What follows belongs to an exercise in optimizing a design on an open flow for small area, a short achievable clock period and few clock cycles per item; a production flow would make more cautious choices.
RTL that was checked went through simulation tests only; none was proved equivalent to the original.
Power figures rest on the tool's default switching activity, not on a simulated workload.

== job 5267 ==
Design execution_unit_top, start of the top module:
module execution_unit_top (
    input        clk,
    input        rst,
    input        start,
    input  [3:0] opcode,
    input  [7:0] A,
    input  [7:0] B,
    output     [15:0] result,
    output reg        busy,
    output reg        done
);
    reg [15:0] R;        
    reg        addm;     
    reg        cin;      
    reg  [7:0] X;        
    reg        aux;      
    reg        isdiv;    
    reg  [2:0] cnt;      
    function [9:0] cneg(input [9:0] x, input s);
        integer i;
        reg     nz;
        begin
            nz = 1'b0;
            for (i = 0; i < 10; i = i + 1) begin
                cneg[i] = x[i] ^ (s & nz);
                nz      = nz | x[i];
            end
        end
    endfunction
    reg [15:0] alu;
    always @(*) begin
        case (opcode[2:0])
            3'd0:    alu = {A & B, A ^ B};
            3'd1:    alu = {A & ~B, ~(A ^ B)};
            3'd2:    alu = {8'h00, A & B};
            3'd3:    alu = {8'h00, A | B};
            3'd4:    alu = {8'h00, A ^ B};
            3'd5:    alu = {8'h00, ~A};
            default: alu = 16'h0000;
        endcase
    end
    wire [9:0]  mv   = B[0] ? {{2{A[7]}}, A} : B[1] ? {A[7], A, 1'b0} : 10'd0;
    wire [9:0]  mp   = cneg(mv, B[1]);
    wire [15:0] mul0 = {mp, B[7:2]};
    wire [7:0] ma  = cneg({2'b00, A}, A[7]);
    wire [7:0] mb  = cneg({2'b00, B}, B[7]);
    wire       bz  = (B == 8'h00);
    wire       b1  = (B == 8'h01) | (B == 8'hFF);
    wire       b2  = (B == 8'h02) | (B == 8'hFE);
    wire       q7  = bz | (b1 & ma[7]);
    wire       q6  = bz | (b1 & ma[6]) | (b2 & ma[7]);
    wire [1:0] r6  = b1 ? 2'b00 : b2 ? {1'b0, ma[6]} : ma[7:6];
    wire [15:0] div0 = {6'd0, r6, ma[5:0], q7, q6};
    wire       rneg = R[15];
    wire       one  = isdiv | (R[0] ^ aux);
    wire       two  = ~isdiv & ((R[1] & ~R[0] & ~aux) |
                                (~R[1] & R[0] & aux));
    wire       neg  = isdiv ? ~rneg : (R[1] & ~(R[0] & aux));
    wire       xs   = X[7] & ~isdiv;
    wire [9:0] pp   = (two ? {X[7], X, 1'b0} : one ? {xs, xs, X} : 10'd0)
                      ^ {10{neg}};
    wire [9:0] op1  = isdiv ? {rneg, R[15:8], R[7]}
                            : {{2{rneg}}, R[15:8]};
    wire [10:0] sum = {op1, 1'b1} + {pp, neg};
    wire [9:0]  s   = sum[10:1];
    wire        qb  = ~s[7] | ~|X;
    wire [7:0]  quo = cneg({2'b00, R[6:0], qb}, aux);
  ...
Size: ~590 cells after synthesis, about 33 flip-flops, roughly 41 I/O pins, about 3900 um2 of cells after synthesis.
Settings: LEC_CHECK=0, ABC_AREA=1, CAP_MARGIN=20, CORE_MARGIN=2, CORE_UTILIZATION=40, SETUP_SLACK_MARGIN=2.5, SLEW_MARGIN=20, TNS_END_PERCENT=5; clock period 6.0 ns.
run.sh (not shown) runs the stock make flow with config.mk's settings and CLKGATE_MAP_FILE= SYNTH_SCRIPT=/design/flow/synth_recipe.tcl, a recipe that flattens the netlist after the stock synthesis.
Looking at the reports, job 5267 completed the entire flow and the layout it produced met the timing, DRC and antenna checks.
For job 5300, these inputs were changed with respect to job 5267:
Settings: TNS_END_PERCENT removed (was 5).
Results
Per the final summary, job 5300 finished and its layout is clean on timing, DRC and antenna. On routed length per placed instance, job 5300 and job 5267 are basically level. For hold slack, job 5267 and job 5300 come out practically identical. Diff job 5300..job 5267 | hold buffer count at CTS | unchanged. Relative to job 5267, aggregate routed wire length has increased by about 0.7% in job 5300. Job 5300: normalized max-slew margin higher than job 5267.
What job 2894 does differently from job 5300 at the input level:
==> flow/flow/run.sh (new file) <==
#!/bin/bash
# Layout flow: the standard ORFS flow (standard.sh), with two changes:
#  - no full/half-adder cell extraction in synthesis (ADDER_MAP_FILE empty),
#    so abc maps the adders together with the rest of the logic;
#  - the port buffers that global placement inserts are buf_2 cells.
# Each tool's output is in orfs/logs/ and the make output in flow_make.log.
set -euo pipefail
bash standard.sh finish ADDER_MAP_FILE= \
    "BUFFER_PORTS_ARGS=-buffer_cell sky130_fd_sc_hd__buf_2" \
    > flow_make.log 2>&1
==> flow/standard.sh (new file) <==
#!/bin/bash
# synth_recipe.tcl (not shown) runs the flow's synth.tcl, then flattens the netlist and writes it again
# the make line also repeats each setting of config.mk as NAME=value (left out here)
make -C /OpenROAD-flow-scripts/flow DESIGN_CONFIG=/design/flow/config.mk WORK_HOME=/design/flow/orfs CLKGATE_MAP_FILE= SYNTH_SCRIPT=/design/flow/synth_recipe.tcl "${@:-finish}"
removed: flow/run.sh
--- outcome ---
Routed length on met3, job 2894 and job 5300, lower one = job 5300. Of job 2894 and job 5300, it is job 2894 that has the lower combinational share of power. Relative to job 5300, worst hold margin decreased by 0.0054 ns in job 2894. Main combinational cell family by area after synthesis = compound AO/OA/AOI/OAI gates: job 5300; main combinational cell family by area after synthesis = simple AND/OR/NAND/NOR gates: job 2894. The lower proportion of cell area occupied by registers of job 2894 and job 5300 is in job 5300. Going from job 5300 to job 2894, final setup slack of the worst path rose 0.046 ns, area enclosed by the die boundary dropped 4.5%, maximum number of pins on one net before global-route repair down 14, final net count shows a reduction of 28, met1 track demand over resource +0.82 points.
## Diff of input files: job 9088 against job 2894
Settings: SETUP_SLACK_MARGIN: 2.5 -> 3.2.
==> flow/run.sh (new file) <==
#!/bin/bash
# synth_recipe.tcl (not shown) runs the flow's synth.tcl, then flattens the netlist and writes it again
# the make line also repeats each setting of config.mk as NAME=value (left out here)
make -C /OpenROAD-flow-scripts/flow DESIGN_CONFIG=/design/flow/config.mk WORK_HOME=/design/flow/orfs CLKGATE_MAP_FILE= SYNTH_SCRIPT=/design/flow/synth_recipe.tcl finish
removed: flow/flow/run.sh
removed: flow/standard.sh
--- outcome ---
Job 9088 | stages: all done | timing, DRC, antenna: all pass. Area after synthesis of job 9088 exceeds that of job 2894 by a few percent. The largest family of logic cells by synthesized area comes out compound AO/OA/AOI/OAI gates in one run and simple AND/OR/NAND/NOR gates in the other, namely in job 9088 and job 2894 respectively. In the flow results for job 9088 and job 2894, the clock network power share is smaller on job 9088. Post-synthesis share of cell area spent on and, or, nand and nor gates for job 9088 is lower than for job 2894.
No run of this note included a check of the RTL's function; only the layout flow was run.

---

execution_unit_top, a different RTL version from the one above (not shown whole).
Size: about 650 cells after synthesis, about 38 flip-flops, ~41 I/O pins, ~3800 sq um of cells after synthesis.
==> flow/design.v (excerpt) <==
module execution_unit_top (
    input        clk,
    input        rst,
    input        start,
    input  [3:0] opcode,
    input  [7:0] A,
    input  [7:0] B,
    output     [15:0] result,
    output reg        busy,
    output reg        done
);
==> flow/config.mk <==
export PLATFORM = sky130hd
export DESIGN_NAME = execution_unit_top
export DESIGN_NICKNAME = execution_unit_top
export VERILOG_FILES = /design/flow/design.v
export SDC_FILE = /design/flow/constraint.sdc
export NUM_CORES = 4
export LEC_CHECK = 0
export ABC_AREA = 1
export CAP_MARGIN = 20
export CORE_MARGIN = 2
export CORE_UTILIZATION = 40
export PLACE_DENSITY = 0.75
export SETUP_SLACK_MARGIN = 3.0
export SLEW_MARGIN = 20
==> flow/constraint.sdc <==
create_clock -name core_clock -period 6.0 [get_ports {clk}]
set_input_delay 1.2000 -clock core_clock [delete_from_list [all_inputs] [get_ports {clk}]]
set_output_delay 1.2000 -clock core_clock [all_outputs]
set_load 0.01 [all_outputs]
standard.sh (not shown) runs the stock make flow with config.mk's settings and CLKGATE_MAP_FILE= SYNTH_SCRIPT=/design/flow/synth_recipe.tcl, a recipe that flattens the netlist after the stock synthesis.
==> flow/flow/run.sh <==
#!/bin/bash
# Layout flow: the standard ORFS flow (standard.sh), with two changes:
#  - no full/half-adder cell extraction in synthesis (ADDER_MAP_FILE empty),
#    so abc maps the adders together with the rest of the logic;
#  - the port buffers that global placement inserts are buf_2 cells.
# Each tool's output is in orfs/logs/ and the make output in flow_make.log.
set -euo pipefail
bash standard.sh finish ADDER_MAP_FILE= \
    "BUFFER_PORTS_ARGS=-buffer_cell sky130_fd_sc_hd__buf_2" \
    > flow_make.log 2>&1
Testbench counts at the start, summed over its fixed seeds: cycles 4,176, ops 2,400.
Then changed:
Settings changed: ABC_AREA 1 to 0, PLACE_DENSITY 0.75 to not set.
Effect: Combinational power went up by 63%; worst setup slack got worse by 360 ps; clock power rises by 43%; power rises by 39%; routed wire length grows by 22%; die area grows by 11%; clock skew falls by 9.8 ps; flip-flop and latch count is unchanged; via count increases by 6.4%; synthesized cell count shrinks by 8.6%; fmax goes down by 11%.
Then changed:
Settings changed: ABC_AREA 0 to 1, SETUP_SLACK_MARGIN 3.0 to 3.2.
What happened:
- worst hold slack got worse by 44 ps
- power went down by about 20%
- final cell count increases by 5.9%
- critical path depth grows by 5
- setup slack gains 500 ps
Then changed:
==> flow/run.sh (new file) <==
#!/bin/bash
# synth_recipe.tcl (not shown) runs the flow's synth.tcl, then flattens the netlist and writes it again
# the make line also repeats each setting of config.mk as NAME=value (left out here)
make -C /OpenROAD-flow-scripts/flow DESIGN_CONFIG=/design/flow/config.mk WORK_HOME=/design/flow/orfs CLKGATE_MAP_FILE= SYNTH_SCRIPT=/design/flow/synth_recipe.tcl finish
Settings changed: SETUP_SLACK_MARGIN 3.2 to 3.0.
removed: flow/flow/run.sh
removed: flow/standard.sh
After rerunning:
- The new run produced a clean layout
- fmax shrinks by a little under a tenth
- power went up by a little under a tenth
- register-to-register slack is worse by 260 ps

---

try-xenon:
Another version of the RTL of execution_unit_top (not shown whole).
Size in the first run: about 720 cells after synthesis, ~38 flip-flops, about 41 I/O pins, about 4100 µm² of cells after synthesis.
Design execution_unit_top, start of the top module:
module execution_unit_top (
    input        clk,
    input        rst,
    input        start,
    input  [3:0] opcode,
    input  [7:0] A,
    input  [7:0] B,
    output     [15:0] result,
    output reg        busy,
    output reg        done
);
    reg [15:0] R;        
    reg        addm;     
    reg        dsh;      
    reg        dq;       
    reg        dqn;      
    reg  [7:0] X;        
    reg        sgn;      
    reg        isdiv;    
    reg  [2:0] cnt;      
    reg        bone;     
    reg        btwo;     
    reg        bneg;     
    function [9:0] cneg(input [9:0] x, input s);
        integer i;
        reg     nz;
        begin
            nz = 1'b0;
            for (i = 0; i < 10; i = i + 1) begin
                cneg[i] = x[i] ^ (s & nz);
                nz      = nz | x[i];
            end
        end
    endfunction
    function [2:0] booth(input q1, input q0, input qm);
        begin
            booth[2] = q0 ^ qm;
            booth[1] = (q1 & ~q0 & ~qm) | (~q1 & q0 & qm);
            booth[0] = q1 & ~(q0 & qm);
        end
    endfunction
    wire [7:0] bx   = B ^ {8{opcode[0]}};
    wire [4:0] slo  = {1'b0, A[3:0]} + {1'b0, bx[3:0]} + {4'd0, opcode[0]};
    wire [3:0] shi0 = A[7:4] + bx[7:4];
    wire [3:0] shi1 = A[7:4] + bx[7:4] + 4'd1;
    reg [15:0] alu;
    always @(*) begin
        case (opcode[2:0])
            3'd0, 3'd1: alu = {3'b000, slo[4], shi1, shi0, slo[3:0]};
            3'd2:       alu = {8'h00, A & B};
  ...
==> flow/config.mk <==
export PLATFORM = sky130hd
export DESIGN_NAME = execution_unit_top
export DESIGN_NICKNAME = execution_unit_top
export VERILOG_FILES = /design/flow/design.v
export SDC_FILE = /design/flow/constraint.sdc
export NUM_CORES = 4
export LEC_CHECK = 0
export ABC_AREA = 1
export CAP_MARGIN = 20
export CORE_MARGIN = 2
export CORE_UTILIZATION = 40
export SETUP_SLACK_MARGIN = 3.3
export SLEW_MARGIN = 20
==> flow/constraint.sdc <==
create_clock -name core_clock -period 6.0 [get_ports {clk}]
set_input_delay 1.2000 -clock core_clock [delete_from_list [all_inputs] [get_ports {clk}]]
set_output_delay 1.2000 -clock core_clock [all_outputs]
set_load 0.01 [all_outputs]
==> flow/flow/run.sh <==
#!/bin/bash
# Layout flow: the standard ORFS flow (standard.sh), with two changes:
#  - no full/half-adder cell extraction in synthesis (ADDER_MAP_FILE empty),
#    so abc maps the adders together with the rest of the logic;
#  - the port buffers that global placement inserts are buf_2 cells.
# Each tool's output is in orfs/logs/ and the make output in flow_make.log.
set -euo pipefail
bash standard.sh finish ADDER_MAP_FILE= \
    "BUFFER_PORTS_ARGS=-buffer_cell sky130_fd_sc_hd__buf_2" \
    > flow_make.log 2>&1
try-xenon: flow completed, timing, DRC and antenna clean
Testbench counts of try-xenon, summed over its fixed seeds: cycles 3,869, ops 2,400.
Changes in try-garnet relative to try-xenon:
Settings: a change of SETUP_SLACK_MARGIN from 3.3 to 2.7.
--- outcome ---
try-garnet: PASS, flow complete, no timing, DRC or antenna violations
STATUS wire length: try-garnet wins against try-xenon
Re core outline area: no difference whatsoever between try-xenon and try-garnet.
Looking at part of the total power dissipated in the clock network across try-xenon and try-garnet, the one that comes out higher is try-garnet.
try-garnet improves on try-xenon in final design area excluding fillers.
Going from try-xenon to try-garnet, the fraction of power consumed by combinational cells was found to have gone down by 3.8 points.
Run comparison: try-xenon critical path launch point B[1]; try-garnet critical path launch point A[7]
diff inputs: try-garnet => try-zinc
Settings: SETUP_SLACK_MARGIN changed from 2.7 to 3.0.
==> flow/flow/run.sh <==
#!/bin/bash
# Layout flow: the standard ORFS flow (standard.sh), with three changes
# to synthesis and placement:
#  - abc maps with flow/abc.script (ORFS's area script without its buffer /
#    upsize / dnsize steps: sizing is left to OpenROAD's repair, which sees
#    the placed wires);
#  - no full/half-adder cell extraction (ADDER_MAP_FILE empty), so abc maps
#    the adders together with the rest of the logic;
#  - the port buffers that global placement inserts are buf_2 cells.
# The synthesis script is synth_recipe.tcl unchanged except that it sources a
# copy of ORFS's synth.tcl with the abc script swapped.
# Each tool's output is in orfs/logs/ and the make output in flow_make.log.
set -euo pipefail
W=$(pwd)
sed "s#^source \$::env(SCRIPTS_DIR)/synth_preamble.tcl\$#&\nset abc_args [lreplace \$abc_args 1 1 $W/flow/abc.script]#" \
    "$FLOW_HOME/scripts/synth.tcl" > "$W/synth_own.tcl"
grep -q "flow/abc.script" "$W/synth_own.tcl"
sed "s#^source \$::env(SCRIPTS_DIR)/synth.tcl\$#source $W/synth_own.tcl#" \
    synth_recipe.tcl > "$W/synth_top.tcl"
grep -q "synth_own.tcl" "$W/synth_top.tcl"
bash standard.sh finish "SYNTH_SCRIPT=$W/synth_top.tcl" ADDER_MAP_FILE= \
    "BUFFER_PORTS_ARGS=-buffer_cell sky130_fd_sc_hd__buf_2" \
    > flow_make.log 2>&1
==> flow/flow/abc.script (new file) <==
strash
dch
map -B 0.9
topo
==> notes.md <==
- Clock sink count came out exactly the same in try-garnet and try-zinc.
- try-zinc vs. try-garnet: die area fell by 440 µm², worst hold slack up 11 ps.
- Delta(fraction of standard cell area in multi-input logic, try-zinc - try-garnet) < 0
- Side by side, detailed placer's ending HPWL turned out higher in try-zinc than in try-garnet.
- NOTE met3 layer wire length in the routed design try-garnet->try-zinc decreased by more than 10%
- Diff try-garnet -> try-zinc | worst-case setup slack after placement | decrease of 300 ps
- Route | try-zinc vs try-garnet | wire longer in try-zinc
- Measured against each other, try-garnet and try-zinc differ in design area, the lower figure coming from try-garnet.
- Relative to try-garnet, the worst setup slack of try-zinc is higher by 310 ps.
- try-zinc completed; timing, DRC and antenna clean
Inputs modified between try-zinc and try-nickel:
Settings: CORE_UTILIZATION: 40 -> 55.
==> flow/flow/run.sh <==
#!/bin/bash
# Layout flow: the standard ORFS flow (standard.sh), with two changes:
#  - no full/half-adder cell extraction in synthesis (ADDER_MAP_FILE empty),
#    so abc maps the adders together with the rest of the logic;
#  - the port buffers that global placement inserts are buf_2 cells.
# Each tool's output is in orfs/logs/ and the make output in flow_make.log.
set -euo pipefail
bash standard.sh finish ADDER_MAP_FILE= \
    "BUFFER_PORTS_ARGS=-buffer_cell sky130_fd_sc_hd__buf_2" \
    > flow_make.log 2>&1
removed: flow/flow/abc.script
Results
try-nickel: signal arrival time at the worst endpoint 20 ps above try-zinc. Proportion of cell area spent on the clock network across try-zinc and try-nickel: no real change. Comparing try-zinc and try-nickel, the higher total power consumption of the routed design was measured on try-zinc. Average instance area after synthesis in try-nickel is 1.1% higher than in try-zinc. The higher maximum number of pins on one net before global-route repair of try-zinc and try-nickel is in try-nickel. Looking at hold slack, try-nickel sits 12 ps below try-zinc. try-nickel against try-zinc: cell depth of the worst flop-to-flop path went up; clock group share of total power did not really move; power per cell area went up; first-iteration DRC count went up.
Modified inputs, try-onyx compared to try-nickel
Settings: CORE_UTILIZATION changed from 55 to 40.
- Transition time of the tightest slew-check pin, try-onyx and try-nickel, higher one = try-onyx.
- Re number of gates resized after cts: try-nickel was lower than try-onyx.
- Data required time of the critical path (higher): try-onyx
- NOTE: area of combinational cells with multiple inputs in try-onyx exceeds that of try-nickel
- Smallest setup slack after layout was lower in the run labelled try-nickel.
- try-onyx vs try-nickel: first-pass GRT wire length up by a few percent
- try-nickel has a lower clock share of power than try-onyx.
- Sort try-onyx and try-nickel by die area, ascending, and try-nickel comes first.

-- static timing again, ports no longer ideal --
How much do the figures lean on ideal ports? The routed layouts below were timed once more, with nothing changed but the port constraints.
Step 1 (the two cells are an assumption about what drives the block):
set clk [get_ports {clk}]
set_driving_cell -lib_cell sky130_fd_sc_hd__clkbuf_16 $clk
set_driving_cell -lib_cell sky130_fd_sc_hd__buf_2 [delete_from_list [all_inputs] $clk]
Step 2 also shifts input and output timing later by t, the mid clock arrival at the registers, as if the neighbouring blocks saw the same clock.
Three values: no drivers, after step 1, after step 2; two values: the first two.
run | shift t [ns] | slack for setup (ns) | worst slew at a driven data input, ns | pins driven straight from the clock port
job 5267 | 0.317 | 2.553 / 2.519 / 2.281 | 0.04 | 1
job 5300 | 0.315 | 2.620 / 2.587 / 2.374 | 0.04 | 1
job 2894 | 0.319 | 2.666 / 2.633 / 2.533 | 0.03 | 1
job 9088 | 0.315 | 2.888 / 2.860 / 2.864 | 0.06 | 1
the first run of note 2 | 0.319 | 3.148 / 3.161 / 2.842 | 0.03 | 1
the second run of note 2 | 0.325 | 2.785 / 2.770 / 2.446 | 0.14 | 1
the third run of note 2 | 0.321 | 3.283 / 3.287 / 2.971 | 0.06 | 1
the fourth run of note 2 | 0.325 | 3.061 / 3.076 / 2.751 | 0.06 | 1
try-xenon | 0.330 | 3.322 / 3.277 / 2.947 | 0.18 | 1
try-garnet | 0.324 | 2.827 / 2.836 / 2.513 | 0.03 | 1
try-zinc | 0.324 | 3.134 / 3.149 / 2.825 | 0.04 | 1
try-nickel | 0.322 | 3.111 / 3.117 / 2.795 | 0.05 | 1
try-onyx | 0.322 | 3.146 / 3.153 / 2.831 | 0.05 | 1
After both steps setup and hold are still met in every run listed. The setup slack of try-xenon, which loses most, moves by -0.045 ns with the drivers and by -0.375 ns with both steps.
